This is an optimization exercise on Yosys and OpenROAD, whose aim is small area and few clock cycles, not a production implementation. The RTL was checked by simulation tests, not by an equivalence proof against the original design. The flow treats the clock pin as an ideal source, which a real chip does not have. Power is estimated from default activity; no workload was simulated.

## JK
==> flow/design.v (excerpt) <==
module SORT(
  clk,
  rst_n,
  in_valid1,
  in_valid2,
  in,
  mode,
  op,
  out_valid,
  out
);
export LEC_CHECK = 0
export CAP_MARGIN = 20
export CORE_MARGIN = 2
export CORE_UTILIZATION = 75
export SLEW_MARGIN = 20
create_clock -name core_clock -period 6.0 [get_ports {clk}]
standard.sh (not shown) runs the stock make flow with config.mk's settings and CLKGATE_MAP_FILE= SYNTH_SCRIPT=/design/flow/synth_recipe.tcl, a recipe that flattens the netlist after the stock synthesis.
==> flow/flow/run.sh <==
#!/bin/bash
# Layout flow: the standard flow (standard.sh), with these changes:
#  - synthesis maps the logic with ABC's &nf mapper (flow/area.abc)
#    instead of ORFS's script; ABC only maps the logic between registers, so the
#    registers come out exactly as in the standard synthesis;
#  - ports are buffered with sky130_fd_sc_hd__buf_1 cells;
#  - a small fixed clock tree (flow/clkroot.tcl, run before CTS): the clock
#    port drives one root buffer, which drives four leaf buffers, each feeding
#    a quarter of the registers; TritonCTS is then given only the clock port's
#    net, which has a single sink, so it adds nothing.
# The make output goes to flow_make.log; each ORFS step logs to orfs/logs/.
set -euo pipefail
W=$PWD
{ head -1 synth_recipe.tcl; cat flow/abc_override.tcl; tail -n +2 synth_recipe.tcl; } > my_synth.tcl
sed -e "s#SYNTH_SCRIPT=[^ ]*#SYNTH_SCRIPT=$W/my_synth.tcl#" standard.sh > my_standard.sh
export MY_ABC_SCRIPT=$W/flow/area.abc
export BUFFER_PORTS_ARGS="-buffer_cell sky130_fd_sc_hd__buf_1"
export PRE_CTS_TCL=$W/flow/clkroot.tcl
export MY_CLK_BUF=sky130_fd_sc_hd__clkbuf_8
export MY_CLK_ROOT=sky130_fd_sc_hd__clkbuf_4
export CTS_ARGS="-clk_nets clk"
bash my_standard.sh > flow_make.log 2>&1
==> flow/flow/area.abc <==
&get -n
&st
&dch
&nf -R 1000
&put
topo
stime -c
buffer -c
upsize -c
dnsize -c
==> flow/flow/clkroot.tcl <==
# Clock distribution: split the registers into four groups by position (halves
# by x, then each half by y, so the groups are of equal size) and drive each
# group from its own clock buffer (MY_CLK_BUF) placed at the group's centroid.
# The clock port drives one root buffer (MY_CLK_ROOT) that drives those four,
# so every register sees the same two buffer stages.
set block [ord::get_db_block]
set clknet [$block findNet clk]
set master [[ord::get_db] findMaster $::env(MY_CLK_BUF)]
set sinks {}
foreach it [$clknet getITerms] {
  set loc [[$it getInst] getLocation]
  lappend sinks [list $it [lindex $loc 0] [lindex $loc 1]]
}
set sinks [lsort -integer -index 1 $sinks]
set h [expr {[llength $sinks] / 2}]
set groups {}
foreach half [list [lrange $sinks 0 [expr {$h - 1}]] [lrange $sinks $h end]] {
  set half [lsort -integer -index 2 $half]
  set q [expr {[llength $half] / 2}]
  lappend groups [lrange $half 0 [expr {$q - 1}]] [lrange $half $q end]
}
set rmaster [[ord::get_db] findMaster $::env(MY_CLK_ROOT)]
set root [odb::dbInst_create $block $rmaster clkroot_r]
set rnet [odb::dbNet_create $block clknet_root_r]
$rnet setSigType CLOCK
[$root findITerm A] connect $clknet
[$root findITerm X] connect $rnet
set k 0
set rx 0; set ry 0
foreach g $groups {
  set inst [odb::dbInst_create $block $master clkroot_$k]
  set net [odb::dbNet_create $block clknet_root_$k]
  $net setSigType CLOCK
  set sx 0; set sy 0
  foreach s $g {
    set it [lindex $s 0]
    $it disconnect
    $it connect $net
    incr sx [lindex $s 1]; incr sy [lindex $s 2]
  }
  [$inst findITerm A] connect $rnet
  [$inst findITerm X] connect $net
  $inst setLocation [expr {$sx / [llength $g]}] [expr {$sy / [llength $g]}]
  $inst setPlacementStatus PLACED
  puts "clkroot_$k: drives [llength $g] clock pins"
  incr k
  set loc [$inst getLocation]
  incr rx [lindex $loc 0]; incr ry [lindex $loc 1]
}
$root setLocation [expr {$rx / $k}] [expr {$ry / $k}]
$root setPlacementStatus PLACED
Other scripts of this flow, unchanged in this note and not shown: flow/flow/abc_override.tcl
Testbench counts of JK, summed over its fixed seeds: cycles 5,225.
For MS, these inputs were changed with respect to JK:
- SETUP_SLACK_MARGIN newly set to 0.1
-- flow/flow/run.sh --
<<< JK, line 9
#    a quarter of the registers; TritonCTS is then given only the clock port's
#    net, which has a single sink, so it adds nothing.
# The make output goes to flow_make.log; each ORFS step logs to orfs/logs/.
>>> MS, line 9
#    a quarter of the registers; TritonCTS is then given only the clock port's
#    net, which has a single sink, so it adds nothing. After CTS,
#    flow/clkfix.tcl swaps a leaf buffer for sky130_fd_sc_hd__clkbuf_16 if its
#    registers' estimated clock slew is over MY_CLK_SLEW ns.
# The make output goes to flow_make.log; each ORFS step logs to orfs/logs/.
<<< JK, line 18
export PRE_CTS_TCL=$W/flow/clkroot.tcl
export MY_CLK_BUF=sky130_fd_sc_hd__clkbuf_8
>>> MS, line 20
export PRE_CTS_TCL=$W/flow/clkroot.tcl
export POST_CTS_TCL=$W/flow/clkfix.tcl
export MY_CLK_SLEW=0.115
export MY_CLK_BUF=sky130_fd_sc_hd__clkbuf_8
==> flow/flow/area.abc <==
&get -n
&st
&dch
&nf -R 1000
&put
==> flow/flow/clkfix.tcl (new file) <==
# After CTS: a leaf clock buffer (from flow/clkroot.tcl) whose registers see a
# clock slew over MY_CLK_SLEW (ns, estimated from the placement) is swapped
# for sky130_fd_sc_hd__clkbuf_16, and the placement legalized again.
set block [ord::get_db_block]
set_propagated_clock [all_clocks]
estimate_parasitics -placement
set changed 0
for {set j 0} {[$block findInst clkroot_$j] ne "NULL"} {incr j} {
  set worst 0
  foreach it [[$block findNet clknet_root_$j] getITerms] {
    set i [$it getInst]
    if {[$i getName] eq "clkroot_$j"} { continue }
    set sl [get_property [get_pins "[$i getName]/[[$it getMTerm] getName]"] slew_max]
    if {$sl > $worst} { set worst $sl }
  }
  puts "clkroot_$j: worst estimated clock slew $worst"
  if {$worst > $::env(MY_CLK_SLEW)} {
    replace_cell clkroot_$j sky130_fd_sc_hd__clkbuf_16
    puts "clkroot_$j: replaced by sky130_fd_sc_hd__clkbuf_16"
    set changed 1
  }
}
if {$changed} {
  detailed_placement
  check_placement -verbose
  estimate_parasitics -placement
}
-- flow/flow/clkroot.tcl --
<<< JK, line 4
# The clock port drives one root buffer (MY_CLK_ROOT) that drives those four,
# so every register sees the same two buffer stages.
set block [ord::get_db_block]
>>> MS, line 4
# The clock port drives one root buffer (MY_CLK_ROOT) that drives those four,
# so every register sees the same two buffer stages. flow/clkfix.tcl, run
# after CTS, upsizes any leaf buffer whose clock slew is too high.
set block [ord::get_db_block]
<<< JK, line 51
$root setPlacementStatus PLACED
>>> MS, line 52
$root setPlacementStatus PLACED

Results
MS reports a lower simple-gate area share of the yosys netlist than JK does. Looking at final cell count, MS sits 2 above JK. JK has lower switching part of the total power than MS. Delta (MS minus JK): register share of total power went down by 0.8 points, portion of the post-synthesis area used by sequential elements now larger, worst slew margin relative to its limit saw a decrease, full die area shrank by 250 um^2. Register-to-register setup slack deteriorates in MS relative to JK. Final weighted congestion in routability-driven placement, MS and JK, lower one = JK.

[what the ideal ports hide]
The flow's constraints put no driver on any port. The routed layouts listed below were extracted and timed again, unchanged, in two steps. Step 1 (the two cells are an assumption about what drives the block):
set clk [get_ports {clk}]
set_driving_cell -lib_cell sky130_fd_sc_hd__clkbuf_16 $clk
set_driving_cell -lib_cell sky130_fd_sc_hd__buf_2 [delete_from_list [all_inputs] $clk]
Step 2, shift: input delay + t, output delay - t, t = (earliest + latest rising clock arrival at the registers) / 2. This alone moves slack from input paths to output paths. Three values: no drivers, after step 1, after step 2; two values: the first two.
run | shift t [ns] | slack for setup (ns) | clock arrival spread, ns | worst data-port slew with drivers (ns) | cell pins on the clock port's net
JK | 0.395 | 0.281 / 0.255 / 0.650 | 0.007 / 0.008 | 0.03 | 1
MS | 0.425 | 0.207 / 0.181 / 0.331 | 0.012 / 0.013 | 0.03 | 1
After both steps setup and hold are still met in every run listed.
